Source: an optimization exercise on an open RTL-to-GDS flow (aim: small area, a short achievable clock period and few clock cycles per item). Production flows keep margins and buffers that such runs may drop.
At most, simulation tests tie the RTL to the original design; equivalence was not proved.
Function not checked in run 4: the RTL went through the layout flow alone.
Power figures rest on the tool's default switching activity, not on a simulated workload.

`flow/design.v`:
```
module sha256(
    input clk,
    input reset,
    input [71:0] input_number,
    output done,
    output [255:0] hash,
    output [71:0] answer_number
);
    localparam [31:0] IV0 = 32'h6a09e667, IV1 = 32'hbb67ae85,
                      IV2 = 32'h3c6ef372, IV3 = 32'ha54ff53a,
                      IV4 = 32'h510e527f, IV5 = 32'h9b05688c,
                      IV6 = 32'h1f83d9ab, IV7 = 32'h5be0cd19;
    reg [71:0]  msg;             
    reg         done_r;
    reg [7:0]   lo;              
    reg [8:0]   hi;              
    reg         ph_pre, ph_rnd, ph_fin, ph_wmsg, idle;
    reg [31:0]  a, b, c, d, e, f, g, h;
    reg [31:0]  hkw;             
    reg [31:0]  w [0:15];        
    assign done = done_r;
    assign hash = {e, f, g, h, a, b, c, d};
    assign answer_number = msg;
    wire [31:0] kc;
    assign kc[0] = (hi[0] & (lo[1] | lo[2] | lo[3] | lo[4] | lo[5] | lo[7])) | (hi[1] & (lo[1] | lo[3] | lo[6])) | (hi[2] & (lo[0] | lo[4])) | (hi[3] & (lo[1] | lo[3] | lo[4] | lo[5] | lo[6] | lo[7])) | (hi[4] & (lo[0] | lo[3] | lo[5] | lo[7])) | (hi[5] & (lo[0] | lo[1] | lo[3] | lo[4] | lo[6])) | (hi[6] & (lo[3] | lo[4] | lo[6] | lo[7])) | (hi[7] & (lo[1] | lo[5] | lo[6])) | (hi[8] & (lo[0] | lo[1] | lo[3]));
    assign kc[1] = (hi[0] & (lo[2] | lo[4])) | (hi[1] & (lo[2] | lo[3] | lo[5] | lo[6])) | (hi[2] & (lo[1] | lo[2] | lo[4] | lo[5] | lo[7])) | (hi[3] & (lo[0] | lo[3] | lo[4] | lo[5] | lo[7])) | (hi[4] & (lo[3] | lo[5] | lo[6])) | (hi[5] & (lo[1] | lo[3])) | (hi[6] & (lo[0] | lo[4] | lo[5] | lo[6] | lo[7])) | (hi[7] & (lo[0] | lo[1] | lo[4] | lo[5] | lo[6] | lo[7])) | (hi[8] & (lo[1] | lo[3]));
    assign kc[2] = (hi[0] & (lo[2] | lo[3] | lo[6] | lo[7])) | (hi[1] & (lo[2] | lo[4] | lo[5] | lo[6] | lo[7])) | (hi[2] & (lo[1] | lo[2] | lo[3] | lo[4] | lo[6])) | (hi[3] & (lo[1] | lo[3] | lo[5] | lo[7])) | (hi[4] & (lo[0] | lo[2] | lo[4] | lo[6] | lo[7])) | (hi[5] & (lo[5] | lo[6])) | (hi[6] & (lo[0] | lo[2] | lo[3] | lo[6])) | (hi[7] & (lo[0] | lo[1] | lo[2] | lo[6])) | (hi[8] & (lo[2] | lo[3]));
    assign kc[3] = (hi[0] & (lo[0] | lo[2] | lo[4])) | (hi[1] & (lo[0] | lo[2] | lo[5])) | (hi[2] & (lo[3] | lo[4] | lo[5] | lo[6] | lo[7])) | (hi[3] & (lo[1] | lo[2])) | (hi[4] & (lo[1] | lo[2] | lo[5] | lo[6])) | (hi[5] & (lo[1] | lo[4])) | (hi[6] & (lo[1] | lo[2] | lo[5] | lo[6])) | (hi[7] & (lo[0] | lo[1] | lo[3] | lo[4] | lo[5])) | (hi[8] & (lo[0] | lo[1] | lo[2] | lo[3]));
    assign kc[4] = (hi[0] & (lo[0] | lo[1] | lo[4] | lo[5] | lo[7])) | (hi[1] & (lo[0] | lo[2] | lo[4] | lo[5] | lo[7])) | (hi[2] & (lo[6] | lo[7])) | (hi[3] & (lo[0] | lo[4] | lo[6])) | (hi[4] & (lo[1] | lo[2] | lo[3] | lo[4] | lo[5])) | (hi[5] & (lo[2] | lo[4] | lo[7])) | (hi[6] & (lo[0] | lo[3] | lo[4] | lo[7])) | (hi[7] & (lo[2] | lo[4] | lo[6] | lo[7])) | (hi[8] & (lo[0] | lo[3]));
    assign kc[5] = (hi[0] & (lo[3] | lo[5] | lo[6])) | (hi[1] & (lo[2] | lo[4] | lo[5] | lo[6] | lo[7])) | (hi[2] & (lo[4] | lo[5])) | (hi[3] & (lo[1] | lo[4] | lo[7])) | (hi[4] & (lo[1] | lo[2] | lo[5] | lo[6])) | (hi[5] & (lo[0] | lo[2] | lo[3] | lo[5] | lo[7])) | (hi[6] & (lo[3] | lo[4] | lo[7])) | (hi[7] & (lo[0] | lo[1] | lo[4] | lo[5] | lo[6] | lo[7])) | (hi[8] & (lo[1] | lo[3]));
    assign kc[6] = (hi[0] & (lo[2] | lo[4] | lo[5] | lo[7])) | (hi[1] & (lo[3] | lo[4] | lo[5] | lo[7])) | (hi[2] & (lo[0] | lo[2] | lo[3] | lo[4] | lo[6] | lo[7])) | hi[3] | (hi[4] & (lo[2] | lo[4])) | (hi[5] & (lo[1] | lo[2] | lo[7])) | (hi[6] & (lo[2] | lo[5] | lo[6] | lo[7])) | (hi[7] & (lo[0] | lo[1] | lo[4] | lo[5] | lo[6] | lo[7])) | (hi[8] & (lo[3]));
    assign kc[7] = (hi[0] & (lo[0] | lo[1] | lo[2] | lo[3] | lo[5] | lo[6] | lo[7])) | (hi[1] & (lo[0] | lo[2] | lo[3] | lo[5] | lo[6])) | (hi[2] & (lo[0] | lo[1] | lo[2] | lo[3] | lo[5] | lo[6] | lo[7])) | (hi[3] & (lo[2] | lo[3] | lo[4])) | (hi[4] & (lo[0] | lo[2] | lo[5] | lo[7])) | (hi[5] & (lo[0] | lo[3] | lo[6])) | (hi[6] & (lo[3] | lo[4] | lo[7])) | (hi[7] & (lo[0] | lo[4] | lo[5] | lo[6] | lo[7])) | (hi[8] & (lo[1] | lo[2]));
    assign kc[8] = (hi[0] & (lo[0] | lo[2] | lo[3] | lo[5])) | (hi[1] & (lo[1] | lo[2] | lo[3] | lo[4] | lo[5] | lo[7])) | (hi[2] & (lo[0] | lo[1] | lo[2] | lo[3] | lo[6])) | (hi[3] & (lo[0] | lo[2] | lo[3] | lo[4] | lo[5] | lo[6] | lo[7])) | (hi[4] & (lo[1] | lo[2] | lo[3] | lo[4] | lo[6])) | (hi[5] & (lo[2] | lo[3] | lo[6])) | (hi[6] & (lo[0] | lo[2] | lo[7])) | (hi[7] & (lo[1] | lo[4] | lo[6])) | (hi[8] & (lo[0] | lo[1]));
    assign kc[9] = (hi[0] & (lo[0] | lo[2] | lo[3] | lo[4] | lo[6] | lo[7])) | (hi[1] & (lo[0] | lo[1] | lo[6])) | (hi[2] & (lo[1])) | (hi[3] & (lo[1] | lo[2] | lo[3] | lo[4] | lo[6])) | (hi[4] & (lo[0] | lo[4] | lo[5])) | (hi[5] & (lo[1] | lo[2] | lo[5])) | (hi[6] & (lo[2] | lo[5] | lo[6] | lo[7])) | (hi[7] & (lo[0] | lo[1] | lo[3] | lo[4] | lo[6])) | (hi[8] & (lo[3]));
    assign kc[10] = (hi[0] & (lo[0] | lo[1] | lo[7])) | (hi[1] & (lo[2] | lo[3] | lo[4] | lo[6])) | (hi[2] & (lo[1] | lo[2] | lo[4] | lo[5])) | (hi[3] & (lo[1] | lo[2] | lo[3])) | (hi[4] & (lo[2] | lo[3] | lo[7])) | (hi[5] & (lo[1] | lo[5] | lo[6])) | (hi[6] & (lo[1] | lo[2] | lo[3] | lo[4] | lo[7])) | (hi[7] & (lo[4] | lo[5])) | (hi[8] & (lo[0]));
    assign kc[11] = (hi[0] & (lo[0] | lo[2] | lo[3] | lo[7])) | (hi[1] & (lo[0] | lo[1] | lo[3] | lo[4])) | (hi[2] & (lo[0] | lo[2] | lo[4] | lo[6] | lo[7])) | (hi[3] & (lo[3] | lo[4] | lo[7])) | (hi[4] & (lo[0] | lo[2] | lo[3] | lo[5] | lo[6] | lo[7])) | (hi[5] & (lo[0] | lo[2] | lo[4])) | (hi[6] & (lo[1] | lo[3] | lo[4] | lo[5] | lo[6] | lo[7])) | (hi[7] & (lo[2] | lo[4] | lo[5] | lo[7])) | (hi[8] & (lo[0] | lo[1] | lo[2]));
    assign kc[12] = (hi[0] & (lo[2] | lo[3] | lo[5] | lo[7])) | (hi[1] & (lo[1] | lo[3] | lo[4] | lo[5] | lo[7])) | (hi[2] & (lo[2])) | (hi[3] & (lo[0] | lo[3] | lo[5])) | (hi[4] & (lo[4])) | (hi[5] & (lo[3] | lo[6])) | (hi[6] & (lo[2] | lo[3])) | (hi[7] & (lo[2] | lo[4] | lo[7])) | (hi[8] & (lo[1] | lo[3]));
    assign kc[13] = (hi[0] & (lo[0] | lo[2])) | (hi[1] & (lo[0] | lo[3] | lo[5] | lo[7])) | (hi[2] & (lo[0] | lo[3] | lo[4] | lo[6])) | (hi[3] & (lo[2] | lo[3] | lo[6] | lo[7])) | (hi[4] & (lo[1] | lo[2] | lo[4] | lo[7])) | (hi[5] & (lo[0] | lo[1] | lo[4] | lo[6] | lo[7])) | (hi[6] & (lo[1] | lo[2] | lo[3] | lo[5] | lo[7])) | (hi[7] & (lo[1] | lo[2] | lo[4] | lo[5] | lo[6] | lo[7])) | (hi[8] & (lo[2]));
    assign kc[14] = (hi[0] & (lo[1] | lo[2] | lo[3] | lo[4] | lo[7])) | (hi[1] & (lo[1] | lo[3] | lo[4] | lo[7])) | (hi[2] & (lo[0] | lo[1])) | (hi[3] & (lo[0] | lo[1] | lo[3] | lo[6])) | (hi[4] & (lo[2] | lo[4] | lo[6])) | (hi[5] & (lo[0] | lo[1] | lo[3] | lo[4])) | (hi[6] & (lo[0] | lo[1] | lo[2] | lo[6] | lo[7])) | (hi[7] & (lo[1] | lo[2] | lo[4] | lo[5] | lo[7])) | (hi[8] & (lo[0] | lo[1] | lo[2] | lo[3]));
    assign kc[15] = (hi[0] & (lo[2] | lo[3] | lo[4] | lo[6])) | (hi[1] & (lo[0] | lo[2] | lo[5] | lo[7])) | (hi[2] & (lo[2] | lo[3] | lo[5] | lo[6] | lo[7])) | (hi[3] & (lo[1] | lo[5])) | (hi[4] & (lo[6])) | (hi[5] & (lo[0] | lo[2] | lo[4] | lo[7])) | (hi[6] & (lo[0] | lo[3] | lo[5] | lo[6])) | (hi[7] & (lo[0] | lo[4] | lo[6])) | (hi[8] & (lo[0] | lo[1]));
    assign kc[16] = (hi[0] & (lo[1] | lo[3] | lo[5] | lo[6])) | (hi[1] & (lo[0] | lo[1] | lo[2] | lo[7])) | (hi[2] & (lo[0] | lo[2] | lo[4] | lo[7])) | (hi[3] & (lo[1] | lo[2] | lo[3] | lo[5] | lo[7])) | (hi[4] & (lo[0] | lo[1])) | (hi[5] & (lo[0] | lo[2] | lo[5])) | (hi[6] & (lo[1])) | (hi[7] & (lo[0] | lo[1] | lo[3] | lo[6] | lo[7])) | (hi[8] & (lo[1] | lo[2]));
    assign kc[17] = (hi[0] & (lo[0] | lo[1] | lo[4] | lo[6])) | (hi[1] & (lo[0] | lo[1] | lo[4] | lo[5] | lo[7])) | (hi[2] & (lo[0] | lo[1])) | (hi[3] & (lo[0] | lo[2] | lo[5] | lo[6])) | (hi[4] & (lo[0] | lo[1] | lo[4] | lo[5] | lo[6] | lo[7])) | (hi[5] & (lo[0] | lo[1] | lo[2] | lo[4] | lo[6] | lo[7])) | (hi[6] & (lo[1] | lo[7])) | (hi[7] & (lo[0] | lo[3] | lo[4])) | (hi[8] & (lo[1] | lo[3]));
    assign kc[18] = (hi[0] & (lo[1] | lo[3] | lo[4] | lo[6] | lo[7])) | (hi[1] & (lo[0] | lo[3] | lo[4] | lo[5] | lo[6])) | (hi[2] & (lo[1] | lo[3] | lo[5])) | (hi[3] & (lo[0] | lo[5])) | (hi[4] & (lo[0] | lo[2])) | (hi[5] & (lo[0] | lo[3] | lo[6])) | (hi[6] & (lo[0] | lo[1] | lo[4] | lo[6] | lo[7])) | (hi[7] & (lo[0] | lo[1] | lo[3] | lo[4])) | (hi[8] & (lo[2] | lo[3]));
    assign kc[19] = (hi[0] & (lo[0] | lo[6] | lo[7])) | (hi[1] & (lo[3] | lo[4] | lo[5] | lo[6] | lo[7])) | (hi[2] & (lo[0] | lo[1] | lo[3] | lo[4] | lo[7])) | (hi[3] & (lo[0] | lo[3] | lo[6] | lo[7])) | (hi[4] & (lo[1] | lo[2] | lo[3] | lo[4] | lo[5])) | (hi[5] & (lo[0] | lo[1] | lo[2] | lo[3] | lo[5] | lo[6] | lo[7])) | (hi[6] & (lo[2] | lo[4] | lo[5] | lo[6] | lo[7])) | (hi[7] & (lo[0] | lo[2] | lo[4] | lo[6])) | (hi[8] & (lo[3]));
    assign kc[20] = (hi[0] & (lo[1] | lo[3] | lo[4] | lo[5] | lo[6] | lo[7])) | (hi[1] & (lo[2] | lo[4] | lo[5] | lo[6] | lo[7])) | (hi[2] & (lo[0] | lo[1] | lo[5] | lo[6] | lo[7])) | (hi[3] & (lo[0] | lo[1] | lo[3])) | (hi[4] & (lo[0] | lo[1] | lo[3] | lo[7])) | (hi[5] & (lo[0] | lo[1] | lo[4] | lo[5])) | (hi[6] & (lo[1] | lo[3] | lo[4] | lo[5] | lo[6])) | (hi[7] & (lo[4] | lo[5] | lo[6] | lo[7]));
    assign kc[21] = (hi[0] & (lo[1] | lo[3] | lo[5] | lo[6])) | (hi[1] & (lo[2] | lo[4])) | (hi[2] & (lo[1] | lo[4] | lo[5] | lo[6] | lo[7])) | (hi[3] & (lo[0] | lo[1] | lo[4] | lo[5] | lo[7])) | (hi[4] & (lo[0] | lo[2] | lo[3] | lo[5] | lo[7])) | (hi[5] & (lo[0] | lo[3] | lo[7])) | (hi[6] & (lo[0] | lo[1] | lo[3] | lo[7])) | (hi[7] & (lo[1] | lo[4] | lo[6] | lo[7])) | (hi[8] & (lo[0]));
    assign kc[22] = (hi[0] & (lo[2] | lo[4] | lo[5])) | (hi[1] & (lo[5] | lo[6])) | (hi[2] & (lo[2] | lo[4] | lo[5] | lo[7])) | (hi[3] & (lo[3] | lo[4] | lo[6])) | (hi[4] & (lo[5] | lo[6] | lo[7])) | (hi[5] & (lo[2] | lo[3] | lo[7])) | (hi[6] & (lo[2] | lo[5])) | (hi[7] & (lo[2] | lo[3] | lo[5] | lo[6] | lo[7])) | (hi[8] & (lo[0]));
    assign kc[23] = (hi[0] & (lo[0] | lo[2] | lo[3] | lo[5])) | (hi[1] & (lo[1] | lo[4] | lo[5] | lo[6] | lo[7])) | (hi[2] & (lo[0] | lo[1] | lo[2] | lo[4] | lo[6] | lo[7])) | (hi[3] & (lo[4] | lo[5] | lo[6])) | (hi[4] & (lo[0] | lo[6])) | (hi[5] & (lo[0] | lo[4] | lo[5])) | (hi[6] & (lo[0] | lo[3] | lo[5] | lo[6])) | (hi[7] & (lo[0] | lo[1] | lo[2] | lo[3] | lo[4] | lo[6])) | (hi[8] & (lo[0] | lo[1]));
    assign kc[24] = (hi[0] & (lo[1] | lo[2] | lo[3] | lo[4] | lo[5] | lo[7])) | (hi[1] & (lo[3] | lo[6] | lo[7])) | (hi[2] & (lo[1] | lo[2] | lo[4])) | (hi[3] & (lo[3] | lo[5])) | (hi[4] & (lo[0] | lo[2] | lo[3] | lo[4] | lo[6])) | (hi[5] & (lo[3] | lo[4])) | (hi[6] & (lo[0] | lo[2] | lo[4] | lo[6])) | (hi[8] & (lo[0] | lo[1] | lo[2] | lo[3]));
    assign kc[25] = (hi[0] & (lo[0] | lo[6] | lo[7])) | (hi[1] & (lo[1] | lo[4] | lo[6])) | (hi[2] & (lo[1] | lo[2] | lo[5] | lo[7])) | (hi[3] & (lo[3] | lo[4] | lo[6])) | (hi[4] & (lo[0] | lo[1] | lo[3] | lo[5] | lo[7])) | (hi[5] & (lo[0] | lo[2] | lo[3] | lo[5])) | (hi[6] & (lo[1] | lo[2] | lo[5] | lo[6])) | (hi[7] & (lo[6] | lo[7])) | (hi[8] & (lo[0] | lo[1] | lo[2]));
    assign kc[26] = (hi[0] & (lo[2])) | (hi[1] & (lo[2] | lo[3])) | (hi[2] & (lo[0] | lo[1] | lo[2] | lo[3] | lo[4] | lo[6] | lo[7])) | (hi[3] & (lo[3] | lo[4] | lo[5] | lo[6] | lo[7])) | (hi[4] & (lo[0] | lo[1] | lo[2] | lo[4] | lo[5])) | (hi[5] & (lo[3] | lo[5] | lo[6])) | (hi[6] & (lo[1] | lo[2] | lo[3] | lo[5])) | (hi[7] & (lo[0] | lo[2] | lo[3] | lo[5] | lo[6] | lo[7])) | (hi[8] & (lo[1]));
    assign kc[27] = (hi[0] & (lo[3] | lo[4] | lo[5] | lo[7])) | (hi[1] & (lo[0] | lo[6])) | (hi[2] & (lo[1] | lo[2] | lo[4] | lo[5] | lo[6])) | (hi[3] & (lo[0] | lo[1] | lo[3])) | (hi[4] & (lo[1] | lo[2])) | (hi[5] & (lo[1])) | (hi[6] & (lo[0] | lo[1] | lo[4] | lo[5] | lo[6] | lo[7])) | (hi[7] & (lo[1] | lo[3] | lo[6])) | (hi[8] & (lo[0] | lo[1] | lo[2]));
    assign kc[28] = (hi[0] & (lo[1] | lo[2] | lo[4] | lo[5] | lo[6])) | (hi[1] & (lo[0] | lo[1] | lo[3] | lo[4] | lo[6])) | (hi[2] & (lo[6] | lo[7])) | (hi[3] & (lo[0] | lo[2] | lo[3] | lo[5] | lo[7])) | (hi[4] & (lo[3] | lo[5] | lo[7])) | (hi[5] & (lo[4] | lo[5] | lo[6] | lo[7])) | (hi[6] & (lo[0] | lo[1] | lo[3] | lo[4] | lo[6])) | (hi[7] & (lo[0] | lo[1] | lo[4] | lo[6])) | (hi[8] & (lo[0] | lo[1] | lo[2] | lo[3]));
    assign kc[29] = (hi[0] & (lo[1] | lo[2] | lo[3] | lo[4] | lo[7])) | (hi[1] & (lo[2] | lo[4])) | (hi[2] & (lo[0] | lo[1] | lo[3] | lo[4] | lo[7])) | (hi[3] & (lo[1] | lo[2] | lo[3])) | (hi[4] & (lo[0] | lo[1] | lo[4] | lo[5])) | (hi[5] & (lo[0] | lo[1] | lo[6])) | (hi[6] & (lo[2] | lo[3] | lo[4] | lo[7])) | (hi[7] & (lo[0] | lo[1] | lo[5] | lo[6]));
    assign kc[30] = (hi[0] & (lo[0] | lo[1] | lo[3] | lo[5])) | (hi[1] & (lo[0] | lo[3] | lo[4] | lo[7])) | (hi[2] & (lo[0] | lo[1] | lo[5] | lo[6] | lo[7])) | (hi[3] & (lo[4] | lo[5])) | (hi[4] & (lo[2] | lo[3] | lo[4] | lo[5])) | (hi[5] & (lo[2] | lo[3] | lo[4] | lo[5] | lo[6])) | (hi[6] & (lo[5] | lo[6] | lo[7])) | (hi[7] & (lo[0] | lo[1] | lo[7])) | (hi[8] & (lo[0] | lo[3]));
    assign kc[31] = (hi[0] & (lo[2] | lo[3] | lo[6] | lo[7])) | (hi[1] & (lo[0] | lo[5] | lo[6] | lo[7])) | (hi[2] & (lo[0] | lo[1])) | (hi[3] & (lo[0] | lo[1] | lo[2] | lo[3] | lo[4] | lo[5])) | (hi[4] & (lo[6] | lo[7])) | (hi[5] & (lo[0] | lo[1] | lo[2] | lo[3] | lo[4] | lo[5] | lo[6])) | (hi[7] & (lo[2] | lo[3] | lo[4] | lo[5] | lo[6] | lo[7])) | (hi[8] & (lo[2]));
    function [31:0] rotr(input [31:0] x, input integer n);
        rotr = (x >> n) | (x << (32 - n));
    endfunction
    function [31:0] add_bk(input [31:0] x, input [31:0] y);
        reg [31:0] gg, pp, G, P;
        integer i, l, st;
        begin
            gg = x & y; pp = x ^ y;
            G = gg; P = pp;
            for (l = 0; l < 5; l = l + 1) begin
                st = 1 << l;
                for (i = 31; i >= 0; i = i - 1) if (i % (2*st) == 2*st - 1) begin
                    G[i] = G[i] | (P[i] & G[i-st]);
                    P[i] = P[i] & P[i-st];
                end
            end
            for (l = 3; l >= 0; l = l - 1) begin
                st = 1 << l;
                for (i = 31; i >= 0; i = i - 1) if (i >= 3*st - 1 && i % (2*st) == st - 1) begin
                    G[i] = G[i] | (P[i] & G[i-st]);
                    P[i] = P[i] & P[i-st];
                end
            end
            add_bk = pp ^ {G[30:0], 1'b0};
        end
    endfunction
    wire [31:0] S0  = rotr(a, 2) ^ rotr(a, 13) ^ rotr(a, 22);
    wire [31:0] S1  = rotr(e, 6) ^ rotr(e, 11) ^ rotr(e, 25);
    wire [31:0] ch  = (e & f) ^ (~e & g);
    wire [31:0] maj = (a & b) | (c & (a | b));
    wire [31:0] t1s, t1c_r;
    csa32 u_t1s (.x(hkw), .y(ch), .z(S1), .s(t1s), .c(t1c_r));
    wire [31:0] t1c = t1c_r << 1;
    wire [31:0] a2s, a2c_r;
    csa32 u_a2s (.x(t1s), .y(t1c), .z(maj), .s(a2s), .c(a2c_r));
    wire [31:0] a2c = a2c_r << 1;
    wire [31:0] a3s, a3c_r;
    csa32 u_a3s (.x(a2s), .y(a2c), .z(S0), .s(a3s), .c(a3c_r));
    wire [31:0] a3c = a3c_r << 1;
    wire [31:0] a_new = a3s + a3c;
    wire [31:0] ivd = ({32{lo[1]}} & IV3) | ({32{lo[2]}} & IV2) |
                      ({32{lo[3]}} & IV1) | ({32{lo[4]}} & IV0);
    wire [31:0] ex  = ph_fin ? ivd : t1s;
    wire [31:0] ey  = t1c & {32{~ph_fin}};
    wire [31:0] e2s, e2c_r;
    csa32 u_e2s (.x(ex), .y(ey), .z(d), .s(e2s), .c(e2c_r));
    wire [31:0] e2c = e2c_r << 1;
    wire [31:0] e_new = e2s + e2c;
    wire [31:0] s0w = rotr(w[14], 7) ^ rotr(w[14], 18) ^ (w[14] >> 3);
    wire [31:0] s1w = rotr(w[1], 17) ^ rotr(w[1], 19) ^ (w[1] >> 10);
    wire [31:0] w1s, w1c_r;
    csa32 u_w1s (.x(w[6]), .y(w[15]), .z(s0w), .s(w1s), .c(w1c_r));
    wire [31:0] w1c = w1c_r << 1;
    wire [31:0] w2s, w2c_r;
    csa32 u_w2s (.x(w1s), .y(w1c), .z(s1w), .s(w2s), .c(w2c_r));
    wire [31:0] w2c = w2c_r << 1;
    wire [31:0] w_sched;
    add32bk u_w_sched (.x(w2s), .y(w2c), .s(w_sched));
    wire [31:0] w_msg = ({32{hi[0] & lo[0]}} & msg[39:8]) |
                        ({32{hi[0] & lo[1]}} & {msg[7:0], 8'h80, 16'h0}) |
                        ({32{hi[1] & lo[6]}} & 32'd72);
    wire [31:0] w0_next = idle ? input_number[71:40]
                        : ph_wmsg ? w_msg : w_sched;
    wire [31:0] hx = ph_pre ? IV7 : g;
    wire [31:0] hz = w[0] & {32{~hi[8]}};
    wire [31:0] h1s, h1c_r;
    csa32 u_h1s (.x(hx), .y(kc), .z(hz), .s(h1s), .c(h1c_r));
    wire [31:0] h1c = h1c_r << 1;
    wire [31:0] hkw_next;
    add32bk u_hkw_next (.x(h1s), .y(h1c), .s(hkw_next));
    integer j;
    always @(posedge clk) begin
        for (j = 15; j > 0; j = j - 1) w[j] <= w[j-1];
        w[0] <= w0_next;
        hkw <= hkw_next;
    end
    always @(posedge clk) begin
        if (ph_pre) begin
            a <= IV0; b <= IV1; c <= IV2; d <= IV3;
            e <= IV4; f <= IV5; g <= IV6; h <= IV7;
        end else if (ph_rnd | ph_fin) begin
            a <= ph_fin ? hkw : a_new;
            b <= a; c <= b; d <= c;
            e <= e_new;
            f <= e; g <= f; h <= g;
        end
    end
    wire start = (input_number != msg);
    wire c64 = hi[8] & lo[0];
    wire c68 = hi[8] & lo[4];
    always @(posedge clk) begin
        if (start) begin
            lo <= 8'd1;
            hi <= 9'd1;
        end else begin
            lo <= {lo[6:0], lo[7]};
            if (lo[7]) hi <= {hi[7:0], hi[8]};
        end
    end
    always @(posedge clk or posedge reset) begin
        if (reset) begin
            msg <= 72'h0;
            done_r <= 1'b0;
            ph_pre <= 1'b0;
            ph_rnd <= 1'b0;
            ph_fin <= 1'b0;
            ph_wmsg <= 1'b0;
            idle <= 1'b1;
        end else begin
            msg <= input_number;
            done_r <= start ? 1'b0 : (ph_fin & c68) ? 1'b1 : done_r;
            ph_pre <= start;
            ph_rnd <= ~start & (ph_pre | (ph_rnd & ~c64));
            ph_fin <= ~start & ((ph_rnd & c64) | (ph_fin & ~c68));
            idle <= ~start & (idle | (ph_fin & c68));
            ph_wmsg <= start | (~start & (ph_pre | ph_rnd) & (hi[0] | (hi[1] & ~lo[6] & ~lo[7])));
        end
    end
endmodule
module csa32(input [31:0] x, input [31:0] y, input [31:0] z,
             output [31:0] s, output [31:0] c);
    assign s = ~(~x ^ y ^ z);
    assign c = ~((~x & ~y) | (~z & (~x | ~y)));
endmodule
module add32bk(input [31:0] x, input [31:0] y, output [31:0] s);
    wire [31:0] p0 = x ^ y;
    wire [31:0] g0 = x & y;
    wire g1_1 = g0[1] | (p0[1] & g0[0]);
    wire p1_1 = p0[1] & p0[0];
    wire g1_3 = g0[3] | (p0[3] & g0[2]);
    wire p1_3 = p0[3] & p0[2];
    wire g1_5 = g0[5] | (p0[5] & g0[4]);
    wire p1_5 = p0[5] & p0[4];
    wire g1_7 = g0[7] | (p0[7] & g0[6]);
    wire p1_7 = p0[7] & p0[6];
    wire g1_9 = g0[9] | (p0[9] & g0[8]);
    wire p1_9 = p0[9] & p0[8];
    wire g1_11 = g0[11] | (p0[11] & g0[10]);
    wire p1_11 = p0[11] & p0[10];
    wire g1_13 = g0[13] | (p0[13] & g0[12]);
    wire p1_13 = p0[13] & p0[12];
    wire g1_15 = g0[15] | (p0[15] & g0[14]);
    wire p1_15 = p0[15] & p0[14];
    wire g1_17 = g0[17] | (p0[17] & g0[16]);
    wire p1_17 = p0[17] & p0[16];
    wire g1_19 = g0[19] | (p0[19] & g0[18]);
    wire p1_19 = p0[19] & p0[18];
    wire g1_21 = g0[21] | (p0[21] & g0[20]);
    wire p1_21 = p0[21] & p0[20];
    wire g1_23 = g0[23] | (p0[23] & g0[22]);
    wire p1_23 = p0[23] & p0[22];
    wire g1_25 = g0[25] | (p0[25] & g0[24]);
    wire p1_25 = p0[25] & p0[24];
    wire g1_27 = g0[27] | (p0[27] & g0[26]);
    wire p1_27 = p0[27] & p0[26];
    wire g1_29 = g0[29] | (p0[29] & g0[28]);
    wire p1_29 = p0[29] & p0[28];
    wire g1_31 = g0[31] | (p0[31] & g0[30]);
    wire p1_31 = p0[31] & p0[30];
    wire g2_3 = g1_3 | (p1_3 & g1_1);
    wire p2_3 = p1_3 & p1_1;
    wire g2_7 = g1_7 | (p1_7 & g1_5);
    wire p2_7 = p1_7 & p1_5;
    wire g2_11 = g1_11 | (p1_11 & g1_9);
    wire p2_11 = p1_11 & p1_9;
    wire g2_15 = g1_15 | (p1_15 & g1_13);
    wire p2_15 = p1_15 & p1_13;
    wire g2_19 = g1_19 | (p1_19 & g1_17);
    wire p2_19 = p1_19 & p1_17;
    wire g2_23 = g1_23 | (p1_23 & g1_21);
    wire p2_23 = p1_23 & p1_21;
    wire g2_27 = g1_27 | (p1_27 & g1_25);
    wire p2_27 = p1_27 & p1_25;
    wire g2_31 = g1_31 | (p1_31 & g1_29);
    wire p2_31 = p1_31 & p1_29;
    wire g3_7 = g2_7 | (p2_7 & g2_3);
    wire p3_7 = p2_7 & p2_3;
    wire g3_15 = g2_15 | (p2_15 & g2_11);
    wire p3_15 = p2_15 & p2_11;
    wire g3_23 = g2_23 | (p2_23 & g2_19);
    wire p3_23 = p2_23 & p2_19;
    wire g3_31 = g2_31 | (p2_31 & g2_27);
    wire p3_31 = p2_31 & p2_27;
    wire g4_15 = g3_15 | (p3_15 & g3_7);
    wire p4_15 = p3_15 & p3_7;
    wire g4_31 = g3_31 | (p3_31 & g3_23);
    wire p4_31 = p3_31 & p3_23;
    wire g5_31 = g4_31 | (p4_31 & g4_15);
    wire p5_31 = p4_31 & p4_15;
    wire g6_23 = g3_23 | (p3_23 & g4_15);
    wire p6_23 = p3_23 & p4_15;
    wire g7_11 = g2_11 | (p2_11 & g3_7);
    wire p7_11 = p2_11 & p3_7;
    wire g7_19 = g2_19 | (p2_19 & g4_15);
    wire p7_19 = p2_19 & p4_15;
    wire g7_27 = g2_27 | (p2_27 & g6_23);
    wire p7_27 = p2_27 & p6_23;
    wire g8_5 = g1_5 | (p1_5 & g2_3);
    wire p8_5 = p1_5 & p2_3;
    wire g8_9 = g1_9 | (p1_9 & g3_7);
    wire p8_9 = p1_9 & p3_7;
    wire g8_13 = g1_13 | (p1_13 & g7_11);
    wire p8_13 = p1_13 & p7_11;
    wire g8_17 = g1_17 | (p1_17 & g4_15);
    wire p8_17 = p1_17 & p4_15;
    wire g8_21 = g1_21 | (p1_21 & g7_19);
    wire p8_21 = p1_21 & p7_19;
    wire g8_25 = g1_25 | (p1_25 & g6_23);
    wire p8_25 = p1_25 & p6_23;
    wire g8_29 = g1_29 | (p1_29 & g7_27);
    wire p8_29 = p1_29 & p7_27;
    wire g9_2 = g0[2] | (p0[2] & g1_1);
    wire p9_2 = p0[2] & p1_1;
    wire g9_4 = g0[4] | (p0[4] & g2_3);
    wire p9_4 = p0[4] & p2_3;
    wire g9_6 = g0[6] | (p0[6] & g8_5);
    wire p9_6 = p0[6] & p8_5;
    wire g9_8 = g0[8] | (p0[8] & g3_7);
    wire p9_8 = p0[8] & p3_7;
    wire g9_10 = g0[10] | (p0[10] & g8_9);
    wire p9_10 = p0[10] & p8_9;
    wire g9_12 = g0[12] | (p0[12] & g7_11);
    wire p9_12 = p0[12] & p7_11;
    wire g9_14 = g0[14] | (p0[14] & g8_13);
    wire p9_14 = p0[14] & p8_13;
    wire g9_16 = g0[16] | (p0[16] & g4_15);
    wire p9_16 = p0[16] & p4_15;
    wire g9_18 = g0[18] | (p0[18] & g8_17);
    wire p9_18 = p0[18] & p8_17;
    wire g9_20 = g0[20] | (p0[20] & g7_19);
    wire p9_20 = p0[20] & p7_19;
    wire g9_22 = g0[22] | (p0[22] & g8_21);
    wire p9_22 = p0[22] & p8_21;
    wire g9_24 = g0[24] | (p0[24] & g6_23);
    wire p9_24 = p0[24] & p6_23;
    wire g9_26 = g0[26] | (p0[26] & g8_25);
    wire p9_26 = p0[26] & p8_25;
    wire g9_28 = g0[28] | (p0[28] & g7_27);
    wire p9_28 = p0[28] & p7_27;
    wire g9_30 = g0[30] | (p0[30] & g8_29);
    wire p9_30 = p0[30] & p8_29;
    wire [31:0] cg = {g5_31, g9_30, g8_29, g9_28, g7_27, g9_26, g8_25, g9_24, g6_23, g9_22, g8_21, g9_20, g7_19, g9_18, g8_17, g9_16, g4_15, g9_14, g8_13, g9_12, g7_11, g9_10, g8_9, g9_8, g3_7, g9_6, g8_5, g9_4, g2_3, g9_2, g1_1, g0[0]};
    assign s = p0 ^ {cg[30:0], 1'b0};
endmodule
```
`flow/flow/run.sh`:
```
#!/bin/bash
set -uo pipefail
cd "$(dirname "$0")/.."
bash standard.sh \
  "BUFFER_PORTS_ARGS=-buffer_cell sky130_fd_sc_hd__buf_1" \
  SETUP_SLACK_MARGIN=7.9 \
  finish > standard.log 2>&1
```
`flow/standard.sh`:
```
#!/bin/bash
# synth_recipe.tcl (not shown) runs the flow's synth.tcl, then flattens the netlist and writes it again
# the make line also repeats each setting of config.mk as NAME=value (left out here)
make -C /OpenROAD-flow-scripts/flow DESIGN_CONFIG=/design/flow/config.mk WORK_HOME=/design/flow/orfs CLKGATE_MAP_FILE= SYNTH_SCRIPT=/design/flow/synth_recipe.tcl "${@:-finish}"
```
`flow/config.mk`:
```
export PLATFORM = sky130hd
export DESIGN_NAME = sha256
export DESIGN_NICKNAME = sha256
export VERILOG_FILES = /design/flow/design.v
export SDC_FILE = /design/flow/constraint.sdc
export NUM_CORES = 4
export LEC_CHECK = 0
export ABC_AREA = 1
export CAP_MARGIN = 20
export CORE_MARGIN = 2
export CORE_UTILIZATION = 45
export CTS_BUF_LIST = sky130_fd_sc_hd__clkbuf_8
export CTS_CLUSTER_SIZE = 30
export PLACE_DENSITY = 0.55
export SLEW_MARGIN = 20
export SYNTH_HIERARCHICAL = 1
```
`flow/constraint.sdc`:
```
create_clock -name core_clock -period 12.0 [get_ports {clk}]
set_input_delay 2.4000 -clock core_clock [delete_from_list [all_inputs] [get_ports {clk}]]
set_output_delay 2.4000 -clock core_clock [all_outputs]
set_load 0.01 [all_outputs]
```
==> flow_summary.ini, run 1 <==
[clock_tree]
clk_pin_slew_worst_paths_ps = 70
htreeDepth = 4
insertion_delay_ps = 850
cts_root_buf = clkbuf_8
cts_tree = done
cts_buffers = 147
hold_buffers = 0
cts.sinks = 895
clockBufferDepth = 3

[sta]
clock-skew-final_ps = 44.3
worst_pin_slew_ps = 1140
rsz0062_at_grt = yes
whs_ps = 300
finalMaxSlewViolations = 0
slew_headroom_pct = 24.1
setup_violations = 0
tns_ps = 0
min_period_ps = 4130
max_freq_mhz = 242
finalCritPeriodShare_pct = 34.4
finalHoldViolations = 0

[flow_run]
drv_cap = 0

[run_status]
status = complete, no violations

[power_and_ir_drop]
power_mw = 8.33
irDropWorstVdd_v = 0.000108
powerDensity_nw_per_um2 = 166
leakagePower_nw = 21.3

[layout]
final_cell_mix = 834 x nand2_1, 733 x dfxtp_1, 440 x inv_1
final_common_cell = nand2_1
area_delta_synth_final_pct = 20.7
drive_gt1_share_pct = 16.7
design_area_um2 = 50200
fin_cells = 6399
nets = 5541

[worst_setup_path]
path_buf_inv = 2
critPathMaxFanout = 26
end_kind = flip-flop
arrival_ps = 4870
slowest_stage = o21ai_0
path_class = flip-flop to flip-flop
startpoint_type = flip-flop
rrSetupSlack_ps = 7870
crit_chain = buf_4 -> clkinvlp_4 -> o21ai_0 -> a221oi_1 -> o2111ai_1 -> fa_1 -> ha_1 -> nand2_1 -> nor2_1 -> a211oi_1 -> nand2_2 -> nand2_2 -> nand2_2 -> fa_1 -> xnor2_1
crit_path_frequent_cell = nand2_2
cp.required_ps = 12740
r2r-start = hi[7]$_SDFFE_PN0P_
reg2regPathDepth = 15
cp_slowest_stage_delay_ps = 660
timing.rr.end = hkw[31]$_DFF_P_
worst_path_dominant_cell_family = compound AO/OA/AOI/OAI gates

[routing]
wl_um = 163000
wl_per_cell_um = 25.5
drtAntennaViolNets = 0
avgViaCountPerCell = 5.40
drt_iter0_drc = 3577
drc_errors = 0
drt_first_pass_iters = 8
dr_total_vias = 34500

[floorplan]
rows = 111
die_y_um = 308
core-area_um2 = 91700
die_area_um2 = 94900
initial_core_util_pct = 45.4
io_pins = 403
dieWidth_um = 308

[synth]
synth_cell_type_count = 62
syn_inst = 4609
ys_ff_latch = 895
synth_edf_count = 0
syn_area_um2 = 41600
ys_seq_area_share_pct = 44.0
synth-main-ff-cell = dfxtp_1
async_reset_ff_share_pct = 8.72
syn_area_per_cell_um2 = 9.03
synth_warnings = 9

[global_route]
grt_pass1_vias = 33400
antenna_found_initial = 5
grt_pass1_wl_um = 232000
grt_use_total_pct = 34.0
grt_max_degree = 142
grt_overflow = 0

[min_path]
whs_path_depth = 0
whs_endpoint = w[9][5]$_DFF_P_
hold_class = flip-flop to flip-flop
min_from = w[8][5]$_DFF_P_

[placed_design]
place_congestion = 1.05
post-place-cells = 6024
dpl.hpwl_um = 126000
port_buffers = 402
placed_area_um2 = 44000
[area by class of cell]
class | instances | area [µm²]
fillers | 8574 | 41400
multi-input cells | 3060 | 22600
flip-flops and latches | 895 | 18600
repair buffers | 535 | 2620
clock buffers | 188 | 2590
inverters | 450 | 1820
well taps | 1186 | 1480
clock inverters | 79 | 514
repair inverters | 2 | 10.0
diodes | 4 | 10.0
[synthesized netlist by cell type (32+ instances only)]
cell type / count / area, µm²
a21oi_1: 265 / 1330
clkbuf_1: 154 / 578
dfrtp_1: 77 / 1930
dfxtp_1: 817 / 16400
fa_1: 258 / 5160
ha_1: 118 / 1480
inv_1: 433 / 1630
maj3_1: 32 / 320
nand2_1: 866 / 3250
nand3_1: 190 / 951
nand4_1: 54 / 338
nor2_1: 354 / 1330
o21ai_0: 310 / 1550
xnor2_1: 293 / 2570
xor2_1: 69 / 604
[worst register-to-register path, stage by stage (launching register included)]
cell and delay, ps:
dfxtp_1 300, buf_4 360, clkinvlp_4 420, o21ai_0 660, a221oi_1 100, o2111ai_1 230, fa_1 480, ha_1 340
nand2_1 100, nor2_1 50, a211oi_1 250, nand2_2 120, nand2_2 70, nand2_2 50, fa_1 380, xnor2_1 130
[cells by family after synthesis]
kind of cell               count (synthesis)  share of synthesized area, %
other                                      1                       0.00901
xor gates and xnor gates                 362                          7.62
AOI/OAI and AO/OA                        710                          9.40
buffers and inverters                    659                          6.24
and+or+nand+nor                         1574                          16.0
DFF                                      895                          44.0
adders and majority gates                408                          16.7
[layer usage]
metal  up-vias  GRT usage [%]  share of wire (%)
met1     16600           46.0                 41
met5         -              0                  0
met4         0           15.2                5.1
li1      15700              -                  -
met3       427           7.74                9.4
met2      1803           52.0                 44
[per-module statistics from Yosys, one instance, submodules excluded]
module | cells inside | cell area, µm² | copies in the design | flip-flops and latches
add32bk | 173 | 1340 | 2 | 0
csa32 | 32 | 641 | 7 | 0
sha256 | 4039 | 34400 | 1 | 895
[power by group]
group | switching (mW) | leakage, nW | total (mW) | internal [mW]
clock network | 1.27 | 1.78 | 2.77 | 1.51
logic | 1.43 | 11.8 | 2.36 | 0.924
registers | 0.105 | 7.72 | 3.19 | 3.09
total | 2.80 | 21.3 | 8.33 | 5.52
[state kept, by name, indices dropped and copies added, names as in the netlist]
signal / flops
e: 32
idle: 1
hi: 9
ph_rnd: 1
done_r: 1
g: 32
c: 32
a: 32
ph_fin: 1
h: 32
f: 32
d: 32
hkw: 32
w: 512
lo: 8
ph_pre: 1
msg: 72
b: 32
ph_wmsg: 1
[repair_timing]
item                       in CTS  in global routing
setup buffers                  44                 58
resized for setup             287                310
gates cloned                    1                  1
setup endpoints to repair     134                 82
pin swaps                      51                120
[worst max path at each step]
stage / start / endpoint / slack, ps / depth (start not counted)
2_1_floorplan: e[6]$_SDFFE_PP1P_ / a[29]$_SDFFE_PP1P_ / 8130 / 19
3_3_place_gp: lo[7]$_SDFF_PN0_ / hkw[31]$_DFF_P_ / 6940 / 19
6_report: hi[7]$_SDFFE_PN0P_ / hkw[31]$_DFF_P_ / 7870 / 15
4_1_cts: hi[1]$_SDFFE_PN0P_ / hkw[31]$_DFF_P_ / 7830 / 20
5_1_grt: e[8]$_SDFFE_PP0P_ / a[30]$_SDFFE_PP1P_ / 7780 / 18
3_5_place_dp: lo[7]$_SDFF_PN0_ / hkw[31]$_DFF_P_ / 7000 / 19
[per-stage QoR]
stage	utilization, %	worst slack [ps]
global placement	48.0	6940
floorplan	-	8130
global route	54.8	7780
CTS	52.7	7830
detailed placement	48.0	7000
finish	54.8	7870
Testbench counts, summed over its fixed seeds: cycles 26,880, items 384.
==> inputs of run 2 (changes only) <==
==> flow/flow/run.sh (replaced) <==
#!/bin/bash
set -uo pipefail
cd "$(dirname "$0")/.."
bash standard.sh \
  "BUFFER_PORTS_ARGS=-buffer_cell sky130_fd_sc_hd__buf_1" \
  SETUP_SLACK_MARGIN=7.7 \
  finish > standard.log 2>&1
==> run 2 against run 1 <==
Effect of this change: clock-buffer cell count unchanged; via count decreased by 0.94%; wire length decreased by 0.92%; combinational power decreased by 9.3%; area after synthesis unchanged; final cell count decreased by 1.1%; critical endpoint is now a[30]$_SDFFE_PP1P_; highest routed layer is now met5.
==> flow_summary.ini, run 2 <==
[run_status]
status = complete, no violations

[layout]
drive_gt1_share_pct = 11.6
nFillCells = 8808
biggestRegsByFlops = w (512), msg (72)
final_common_cell = nand2_1
top_register = w
final_cell_mix = 857 x nand2_1, 751 x dfxtp_1, 454 x inv_1
largest_reg_flops = 512
design_area_um2 = 48300
nets = 5476
fin_util_pct = 52.7
area_delta_synth_final_pct = 16.2

[sta]
setup_violations = 0
max_freq_mhz = 232
min_period_ps = 4300
postLayoutSetupSlackWorst_ps = 7700
slew_headroom_pct = 24.5
tns_ps = 0
whs_ps = 302
finalHoldViolations = 0
worst_pin_slew_ps = 1130
rsz0062_at_grt = yes
clock-skew-final_ps = 42.0
finalCritPeriodShare_pct = 35.9
finalMaxSlewViolations = 0

[worst_setup_path]
reg2regPathDepth = 15
cp.required_ps = 12710
crit_chain = inv_1 -> o21ai_0 -> fa_1 -> fa_1 -> fa_1 -> ha_1 -> inv_1 -> nor3_1 -> nand2_1 -> nor2_1 -> nor2_1 -> nand3_1 -> nand3_1 -> nand2_1 -> nand2_1
arrival_ps = 5010
timing.rr.end = a[30]$_SDFFE_PP1P_
slowest_stage = fa_1
end_kind = flip-flop
crit_end = a[30]$_SDFFE_PP1P_
worst_path_dominant_cell_family = adder cells
startpoint_type = flip-flop
path_buf_inv = 2
cp_slowest_stage_delay_ps = 780
critPathMaxFanout = 5
cp_num_cells = 15
rrSetupSlack_ps = 7700
cp-startpoint = g[29]$_SDFFE_PP0P_
r2r-start = g[29]$_SDFFE_PP0P_
path_class = flip-flop to flip-flop

[placed_design]
dpl.hpwl_um = 126000
port_buffers = 402
dp_slack_ps = 7000
place_congestion = 1.05
placed_area_um2 = 44000

[global_route]
grt_overflow = 0
grt_pass1_wl_um = 231000
grt_use_total_pct = 33.8
antenna_found_initial = 5
grt_max_degree = 142
grt_pass1_vias = 33200

[synth]
yosysMostFrequentCell = nand2_1
synth_warnings = 9
syn_area_per_cell_um2 = 9.03
synth_cell_type_count = 62
synth-main-ff-cell = dfxtp_1
ys_seq_area_share_pct = 44.0
async_reset_ff_share_pct = 8.72
ys_ff_latch = 895
synth_top_area_cell = dfxtp_1
syn_area_um2 = 41600
syn_inst = 4609
synth_common_cells = 866 x nand2_1, 817 x dfxtp_1, 433 x inv_1, 354 x nor2_1, 310 x o21ai_0
synth_top_area_share_pct = 39.3
synth_edf_count = 0
synthTopCellsByArea = dfxtp_1 39%, fa_1 12%, nand2_1 7.8%, xnor2_1 6.2%, dfrtp_1 4.6%

[floorplan]
io_pins = 403
die_area_um2 = 94900
initial_core_util_pct = 45.4
die_y_um = 308
dieWidth_um = 308
core-area_um2 = 91700
rows = 111

[power_and_ir_drop]
power_frac_clock_pct = 34.1
leakagePower_nw = 20.8
irDropWorstVdd_v = 0.000106
p_comb_share_pct = 26.4
internal-power_mw = 5.39
p_sw_mw = 2.72
power_frac_seq_pct = 39.4
sw_frac_of_total_pct = 33.5
powerDensity_nw_per_um2 = 168

[clock_tree]
cts_root_buf = clkbuf_8
htreeDepth = 4
hold_buffers = 0
cts_buffers = 147
insertion_delay_ps = 840
cts_tree = done
cts.sinks = 895
clockBufferDepth = 3
clk_pin_slew_worst_paths_ps = 60

[routing]
drtAntennaViolNets = 0
drc_errors = 0
avgViaCountPerCell = 5.40
wl_per_cell_um = 25.6
dr_total_vias = 34200
drt_first_pass_iters = 7
wl_um = 162000
drt_iter0_drc = 3680

[flow_run]
drv_cap = 0

[min_path]
hold_class = flip-flop to flip-flop
## run 2: worst min-delay path by stage
stage                 startpoint           endpoint  slack (ps)  depth (start not counted)
2_1_floorplan    w[9][0]$_DFF_P_   w[10][0]$_DFF_P_         310                          0
3_3_place_gp     w[8][3]$_DFF_P_    w[9][3]$_DFF_P_         310                          0
3_5_place_dp   w[13][12]$_DFF_P_  w[14][12]$_DFF_P_         310                          0
4_1_cts          w[8][5]$_DFF_P_    w[9][5]$_DFF_P_         300                          0
5_1_grt         w[2][18]$_DFF_P_   w[3][18]$_DFF_P_         300                          0
6_report         w[8][5]$_DFF_P_    w[9][5]$_DFF_P_         300                          0
## run 2: power groups by stage
stage / Combinational (mW) / Clock [mW] / Sequential (mW)
2_1_floorplan: 1.41 / 0 / 3.21
6_report: 2.14 / 2.77 / 3.20
3_3_place_gp: 2.06 / 0 / 3.26
4_1_cts: 2.09 / 2.84 / 3.20
3_5_place_dp: 2.06 / 0 / 3.26
5_1_grt: 2.37 / 2.96 / 3.20
## run 2: routing by layer
metal	part of all wire (%)	global-route usage (%)
met4	4.8	14.7
met1	42	45.7
met3	9.1	7.60
met2	44	51.9
met5	0.0080	0
## run 2: cell families (layout without fill, tap and decap cells)
kind of cell,after synthesis,after routing,share of synthesized area [%]
other,1,7,0.00901
xor gates and xnor gates,362,362,7.62
AOI/OAI and AO/OA,710,710,9.40
buffers and inverters,659,1189,6.24
adders and majority gates,408,408,16.7
DFF,895,895,44.0
and+or+nand+nor,1574,1574,16.0
## run 2: Yosys stat by module, one instance, submodules excluded
module,times used,cell area (µm²),flip-flops and latches,cells
add32bk,2,1340,0,173
csa32,7,641,0,32
sha256,1,34400,895,4039
## run 2: metrics by stage
| stage | cells | total power [mW] |
|---|---|---|
| after floorplan | 4614 | 4.63 |
| after global placement | 6024 | 5.32 |
| after detailed placement | 6024 | 5.32 |
| after CTS | 6303 | 8.12 |
| after global routing | 6331 | 8.54 |
| final | 6331 | 8.11 |
## run 2: timing repair
action                                 CTS  global route
setup endpoints to repair               83            59
pin swaps                                8            42
gates resized for setup                104           196
setup buffers                           11            27
gates cloned                             1             0
endpoints found under the hold margin    0             0
## run 2: cell type report
type	count	area (µm²)	share of cell area, %
antenna	1	2.50	0.00518
clock buffer	188	2590	5.35
clock inverter	79	514	1.06
inverter	450	1780	3.68
multi-input combinational	3060	21400	44.3
sequential	895	18500	38.2
tap	1186	1480	3.07
timing repair buffer	471	2070	4.29
timing repair inverter	1	5.00	0.0104
==> inputs of run 3 (changes only) <==
--- a/flow/config.mk
+++ b/flow/config.mk
@@ -10,6 +10,6 @@
 export CORE_MARGIN = 2
 export CORE_UTILIZATION = 45
-export CTS_BUF_LIST = sky130_fd_sc_hd__clkbuf_8
-export CTS_CLUSTER_SIZE = 30
+export CTS_BUF_LIST = sky130_fd_sc_hd__clkbuf_4
+export CTS_CLUSTER_SIZE = 20
 export PLACE_DENSITY = 0.55
 export SLEW_MARGIN = 20
==> run 3 against run 2 <==
Effect of this change: still clean; utilization rose by 0.18 points; clock-buffer cell count increased by 136; final cell count increased by 2.4%; critical path depth down 1; first-iteration DRC count rose by 2.0%; maximum frequency down 0.16%; total power down 2.3%; sequential share of layout area is 0.061 points higher; register-to-register slack about the same; area after synthesis unchanged; clock skew grew 65 ps; largest cell class unchanged; highest routed layer unchanged.
==> flow_summary.ini, run 3 <==
[run_status]
status = complete, no violations

[placed_design]
dpl.hpwl_um = 126000
placed_area_um2 = 44000
port_buffers = 402
place_congestion = 1.05

[synth]
async_reset_ff_share_pct = 8.72
synth_top_area_share_pct = 39.3
synth_common_cells = 866 x nand2_1, 817 x dfxtp_1, 433 x inv_1, 354 x nor2_1, 310 x o21ai_0
synth_top_area_cell = dfxtp_1
synthTopCellsByArea = dfxtp_1 39%, fa_1 12%, nand2_1 7.8%, xnor2_1 6.2%, dfrtp_1 4.6%
yosysMostFrequentCell = nand2_1
synth_edf_count = 0
ys_ff_latch = 895
synth_cell_type_count = 62
syn_area_um2 = 41600
synth-main-ff-cell = dfxtp_1
synth_warnings = 9
syn_area_per_cell_um2 = 9.03
syn_inst = 4609
ys_seq_area_share_pct = 44.0

[global_route]
grt_pass1_wl_um = 233000
grt_overflow = 0
grt_use_total_pct = 34.1
antenna_found_initial = 7
grt_max_degree = 142
grt_pass1_vias = 33900

[worst_setup_path]
cp-startpoint = e[12]$_SDFFE_PP1P_
end_kind = flip-flop
crit_path_frequent_cell = nand3_1
cp_slowest_stage_delay_ps = 580
startpoint_type = flip-flop
path_class = flip-flop to flip-flop
crit_chain = xnor2_1 -> xor2_1 -> fa_2 -> fa_1 -> fa_1 -> ha_1 -> nand2_1 -> nor2_1 -> nand3_1 -> nand3b_1 -> nand2_1 -> nand3_1 -> nand3_1 -> a21oi_1
cp.required_ps = 13050
arrival_ps = 5360
r2r-start = e[12]$_SDFFE_PP1P_
slowest_stage = fa_2
critPathMaxFanout = 8

[power_and_ir_drop]
powerDensity_nw_per_um2 = 163
irDropWorstVdd_v = 0.000103
leakagePower_nw = 20.8

[routing]
drt_iter0_drc = 3753
drt_first_pass_iters = 8
wl_per_cell_um = 25.1
drc_errors = 0
drtAntennaViolNets = 0
avgViaCountPerCell = 5.37
dr_total_vias = 34800
wl_um = 163000

[clock_tree]
clk_pin_slew_worst_paths_ps = 70
hold_buffers = 0
clockBufferDepth = 3
cts.sinks = 895
htreeDepth = 4
cts_buffers = 224
cts_tree = done
cts_root_buf = clkbuf_4
insertion_delay_ps = 1180

[layout]
regArea_um2 = 18600
final_common_cell = nand2_1
final_cell_mix = 856 x nand2_1, 702 x dfxtp_1, 409 x inv_1
multiInputGateArea_um2 = 21500
top_register = w
biggestRegsByFlops = w (512), msg (72)
design_area_um2 = 48500
drive_gt1_share_pct = 15.6
area_delta_synth_final_pct = 16.5
largest_reg_flops = 512
nFillCells = 8869
nets = 5567

[sta]
setup_violations = 0
finalHoldViolations = 0
finalCritPeriodShare_pct = 35.9
rsz0062_at_grt = yes
min_period_ps = 4310
clock-skew-final_ps = 107
slew_headroom_pct = 24.2
worst_pin_slew_ps = 1140
tns_ps = 0
max_freq_mhz = 232
finalMaxSlewViolations = 0

[flow_run]
drv_cap = 0

[min_path]
hold_class = flip-flop to flip-flop
min_from = w[2][12]$_DFF_P_

[floorplan]
io_pins = 403
rows = 111
die_area_um2 = 94900
die_y_um = 308
core-area_um2 = 91700
initial_core_util_pct = 45.4
dieWidth_um = 308
[run 3: critical path, delay by kind of cell, from the launching register on]
family,cells,cell delay (ps)
adders and majority gates,4,1890
and+or+nand+nor,7,1110
xor gates and xnor gates,2,610
DFF,1,410
AOI/OAI and AO/OA,1,190
[run 3: what timing repair did]
item	4_1_cts	5_1_grt
buffers inserted	26	26
gates resized for setup	218	194
endpoints found under the setup margin	176	59
pin swaps	8	50
cloned	1	0
[run 3: area by class of cell]
type | instances | area share [%]
diodes | 7 | 0.0361
clock buffers | 324 | 5.01
multi-input cells | 3060 | 44.3
repair buffers | 485 | 4.63
repair inverters | 1 | 0.0103
flip-flops and latches | 895 | 38.3
well taps | 1186 | 3.06
inverters | 450 | 3.69
clock inverters | 76 | 0.926
[run 3: logic make-up (layout without fill, tap and decap cells)]
kind of cell	Yosys count	count (layout)	synth area share, %
xor+xnor	362	362	7.62
compound gates	710	710	9.40
buf+inv	659	1336	6.24
other cells	1	13	0.00901
simple gates	1574	1574	16.0
fa+ha+maj	408	408	16.7
flops	895	895	44.0
[run 3: per-module statistics from Yosys (local to each module, per instance)]
module | cells | flip-flops and latches | copies in the design
add32bk | 173 | 0 | 2
csa32 | 32 | 0 | 7
sha256 | 4039 | 895 | 1
[run 3: path summary, 6_finish.rpt]
check | endpoint | depth (start not counted) | slack [ps]
max | a[26]$_SDFFE_PP0P_ | 14 | 7690
min | w[3][12]$_DFF_P_ | 0 | 270
max reg2reg | a[26]$_SDFFE_PP0P_ | 14 | 7690
min reg2reg | w[3][12]$_DFF_P_ | 0 | 270
max in group asynchronous | msg[27]$_DFF_PP0_ | 3 | 9470
min in group asynchronous | msg[69]$_DFF_PP0_ | 2 | 1290
[run 3: per-stage QoR]
step / utilization, % / setup slack, ps / instances / hold WS [ps] / total power [mW]
final: 52.9 / 7690 / 6484 / 268 / 7.93
after global routing: 52.9 / 7640 / 6480 / 282 / 8.39
after CTS: 51.9 / 7560 / 6451 / 269 / 7.91
after detailed placement: 48.0 / 7000 / 6024 / 312 / 5.32
after global placement: 48.0 / 6940 / 6024 / 310 / 5.32
after floorplan: - / 8130 / 4614 / 310 / 4.63
[run 3: power by group]
group          internal, mW  total (mW)  switching, mW  leakage, nW
registers              3.09        3.19          0.104         7.71
logic                 0.810        2.17           1.36         11.4
clock network          1.30        2.56           1.27         1.70
[run 3: per-layer routing]
metal	part of all wire [%]	track usage, %
met4	4.6	15.0
met3	9.5	8.17
met5	0.0080	0
met1	42	45.7
met2	44	52.3
==> inputs of run 4 (changes only) <==
--- a/flow/design.v
+++ b/flow/design.v
@@ -94,5 +94,6 @@
     csa32 u_a3s (.x(a2s), .y(a2c), .z(S0), .s(a3s), .c(a3c_r));
     wire [31:0] a3c = a3c_r << 1;
-    wire [31:0] a_new = a3s + a3c;
+    wire [31:0] a_new;
+    add32 u_a_new (.x(a3s), .y(a3c), .s(a_new));
     wire [31:0] ivd = ({32{lo[1]}} & IV3) | ({32{lo[2]}} & IV2) |
                       ({32{lo[3]}} & IV1) | ({32{lo[4]}} & IV0);
@@ -102,5 +103,6 @@
     csa32 u_e2s (.x(ex), .y(ey), .z(d), .s(e2s), .c(e2c_r));
     wire [31:0] e2c = e2c_r << 1;
-    wire [31:0] e_new = e2s + e2c;
+    wire [31:0] e_new;
+    add32 u_e_new (.x(e2s), .y(e2c), .s(e_new));
     wire [31:0] s0w = rotr(w[14], 7) ^ rotr(w[14], 18) ^ (w[14] >> 3);
     wire [31:0] s1w = rotr(w[1], 17) ^ rotr(w[1], 19) ^ (w[1] >> 10);
@@ -299,2 +301,5 @@
     assign s = p0 ^ {cg[30:0], 1'b0};
 endmodule
+module add32(input [31:0] x, input [31:0] y, output [31:0] s);
+    assign s = x + y;
+endmodule
==> flow/flow/run.sh (replaced) <==
#!/bin/bash
set -uo pipefail
cd "$(dirname "$0")/.."
bash standard.sh \
  "BUFFER_PORTS_ARGS=-buffer_cell sky130_fd_sc_hd__buf_1" \
  SETUP_SLACK_MARGIN=7.8 \
  finish > standard.log 2>&1
--- a/flow/config.mk
+++ b/flow/config.mk
@@ -10,6 +10,6 @@
 export CORE_MARGIN = 2
 export CORE_UTILIZATION = 45
-export CTS_BUF_LIST = sky130_fd_sc_hd__clkbuf_4
-export CTS_CLUSTER_SIZE = 20
+export CTS_BUF_LIST = sky130_fd_sc_hd__clkbuf_8
+export CTS_CLUSTER_SIZE = 30
 export PLACE_DENSITY = 0.55
 export SLEW_MARGIN = 20
==> run 4 against run 3 <==
Effect of this change: clock power is 16% higher; wire length is 5.2% higher; critical path type is now flip-flop to output pin; maximum frequency is 3.6% higher; critical endpoint is now hash[116]; sequential power hardly changed; worst setup slack better by 150 ps; combinational power is 22% higher; still clean on timing, DRC and antenna; sequential share of layout area is 1.8 points lower; clock-buffer cell count is 132 lower; largest power group unchanged; final cell count is 4.2% higher; largest cell class unchanged.
==> flow_summary.ini, run 4 <==
[run_status]
status = complete, no violations

[sta]
whs_ps = 295
slew_headroom_pct = 29.0
worst_pin_slew_ps = 1070
rsz0062_at_grt = yes
clock-skew-final_ps = 42.4
min_period_ps = 4160
max_freq_mhz = 240
tns_ps = 0
finalHoldViolations = 0
finalCritPeriodShare_pct = 34.7
finalMaxSlewViolations = 0
setup_violations = 0

[clock_tree]
htreeDepth = 4
cts.sinks = 895
hold_buffers = 0
cts_buffers = 150
cts_tree = done
clk_pin_slew_worst_paths_ps = 70
insertion_delay_ps = 870
cts_root_buf = clkbuf_8
clockBufferDepth = 3

[floorplan]
die_area_um2 = 96700
initial_core_util_pct = 45.4
io_pins = 403
rows = 112
die_y_um = 311
core-area_um2 = 93300
dieWidth_um = 311

[routing]
drc_errors = 0
drt_first_pass_iters = 7
top_layer_used = met5
routed-wl-met3_um = 18900
wl_per_cell_um = 25.4
wl_met2_um = 71100
drt_iter0_drc = 4510
drtAntennaViolNets = 0
wl_um = 171000
avgViaCountPerCell = 5.33
wl_met1_um = 74300
dr_total_vias = 36000

[min_path]
whs_endpoint = w[14][26]$_DFF_P_
whs_path_depth = 0
hold_class = flip-flop to flip-flop
min_from = w[13][26]$_DFF_P_

[worst_setup_path]
crit_chain = buf_4 -> buf_1
critPathMaxFanout = 6
r2r-start = e[14]$_SDFFE_PP1P_
timing.rr.end = a[30]$_SDFFE_PP1P_
cp_slowest_stage_delay_ps = 460
arrival_ps = 1760
slowest_stage = dfxtp_1
reg2regPathDepth = 17
cp.required_ps = 9600
rrSetupSlack_ps = 7870
startpoint_type = flip-flop
worst_path_dominant_cell_family = flip-flops
path_class = flip-flop to output pin
end_kind = output pin
path_buf_inv = 2

[synth]
synth_top_area_cell = dfxtp_1
syn_area_um2 = 42400
syn_area_per_cell_um2 = 8.64
synth_cell_type_count = 53
syn_inst = 4905
synth_common_cells = 1104 x nand2_1, 817 x dfxtp_1, 525 x inv_1, 473 x nor2_1, 276 x xnor2_1
synth-main-ff-cell = dfxtp_1
synthTopCellsByArea = dfxtp_1 39%, fa_1 12%, nand2_1 9.8%, xnor2_1 5.7%, inv_1 4.6%
async_reset_ff_share_pct = 8.72
synth_warnings = 9
ys_seq_area_share_pct = 43.2
synth_top_area_share_pct = 38.6
ys_ff_latch = 895
yosysMostFrequentCell = nand2_1
synth_edf_count = 0

[power_and_ir_drop]
irDropWorstVdd_v = 0.000140
powerDensity_nw_per_um2 = 173
leakagePower_nw = 22.6

[layout]
final_cell_mix = 1083 x nand2_1, 735 x dfxtp_1, 530 x inv_1
nFillCells = 8854
area_delta_synth_final_pct = 19.8
biggestRegsByFlops = w (512), msg (72)
largest_reg_flops = 512
fin_cells = 6756
design_area_um2 = 50800
drive_gt1_share_pct = 14.7
top_register = w
nets = 5832
final_common_cell = nand2_1

[placed_design]
post-place-cells = 6383
place_congestion = 1.04
dpl.hpwl_um = 133000
port_buffers = 402
placed_area_um2 = 44800

[global_route]
grt_max_degree = 136
grt_use_total_pct = 34.5
grt_pass1_wl_um = 241000
antenna_found_initial = 12
grt_pass1_vias = 34000
grt_overflow = 0

[flow_run]
drv_cap = 0
[run 4: what timing repair did]
item,in CTS,in global routing
pin swaps,9,82
gates cloned,0,2
setup endpoints to repair,98,72
setup buffers,30,67
resized for setup,186,315
[run 4: kinds of logic (layout without fill, tap and decap cells)]
logic type,count (synthesis),count (layout),share of synthesized area [%]
flops,895,895,43.2
xor+xnor,335,335,6.92
other cells,1,12,0.00885
compound gates,602,602,7.95
fa+ha+maj,410,410,16.5
simple gates,1904,1904,18.5
buf+inv,758,1344,6.96
[run 4: layer usage]
metal  track usage, %  vias to the layer above
met5                0                        -
met4             12.9                        8
met3             8.78                      369
met2             49.1                     2041
met1             50.3                    17200
li1                 -                    16400
[run 4: where the power goes]
group,total [mW],switching (mW),internal (mW),leakage [nW]
clock,2.97,1.33,1.64,1.86
combinational,2.64,1.68,0.956,13.0
sequential,3.20,0.106,3.09,7.72
[run 4: worst max path at each step]
stage	startpoint	endpoint	slack, ps	depth (start not counted)
floorplan	e[7]$_SDFFE_PP0P_	a[28]$_SDFFE_PP0P_	8260	18
global placement	hi[8]$_SDFFE_PN0P_	hkw[31]$_DFF_P_	7260	22
detailed placement	hi[8]$_SDFFE_PN0P_	hkw[31]$_DFF_P_	7360	22
CTS	hi[8]$_SDFFE_PN0P_	hkw[31]$_DFF_P_	7780	16
global route	e[30]$_SDFFE_PP1P_	a[27]$_SDFFE_PP1P_	7740	16
finish	a[20]$_SDFFE_PP0P_	hash[116]	7840	2
[run 4: final cells by class]
type	instances	area, µm²	share of cell area [%]
multi-input cells	3259	22500	44.3
well taps	1254	1570	3.09
flip-flops and latches	895	18500	36.5
inverters	542	2180	4.29
clock buffers	192	2640	5.20
diodes	4	10.0	0.0197
repair buffers	532	2630	5.18
clock inverters	78	717	1.41
[run 4: stage by stage]
stage          worst slack, ps  util, %  total power [mW]
2_1_floorplan             8260        -              4.73
3_3_place_gp              7260     48.0              5.65
3_5_place_dp              7360     48.0              5.65
4_1_cts                   7780     52.4              8.65
5_1_grt                   7740     54.4              9.23
6_report                  7840     54.4              8.81
[run 4: modules after synthesis, one instance, submodules excluded]
module / cell area (µm²) / flip-flops and latches / times used / cells
add32: 2360 / 0 / 2 / 491
csa32: 641 / 0 / 7 / 32
sha256: 30500 / 895 / 1 / 3353
add32bk: 1340 / 0 / 2 / 173
[run 4: worst register-to-register path: cells and delay by family (launching register included)]
family / cells / cell delay, ps
compound gates: 2 / 330
fa+ha+maj: 4 / 2060
buf+inv: 1 / 180
flops: 1 / 380
simple gates: 10 / 1080

==> separate check: timing with driven ports <==
In the flow no input, the clock included, has a driving cell. The finished layouts below were timed again as built, in two steps.
Step 1 (the two cells are an assumption about what drives the block):
set clk [get_ports {clk}]
set_driving_cell -lib_cell sky130_fd_sc_hd__clkbuf_16 $clk
set_driving_cell -lib_cell sky130_fd_sc_hd__buf_2 [delete_from_list [all_inputs] $clk]
Step 2, shift: input delay + t, output delay - t, t = (earliest + latest rising clock arrival at the registers) / 2. This alone moves slack from input paths to output paths.
Three values: ideal ports, drivers, drivers and shift; two values: the first two.
run	shift t [ns]	slack for setup (ns)	worst setup path at the end	pins driven straight from the clock port
run 1	0.893	7.870 / 7.863 / 7.226	input to register	1
run 2	0.893	7.696 / 7.696 / 7.232	input to register	1
run 3	1.202	7.689 / 7.659 / 7.266	input to register	1
run 4	0.921	7.840 / 7.765 / 7.509	input to register	1
After both steps every run listed still meets setup and hold. The setup slack of run 1, which loses most, moves by -0.007 ns with the drivers and by -0.644 ns with both steps.
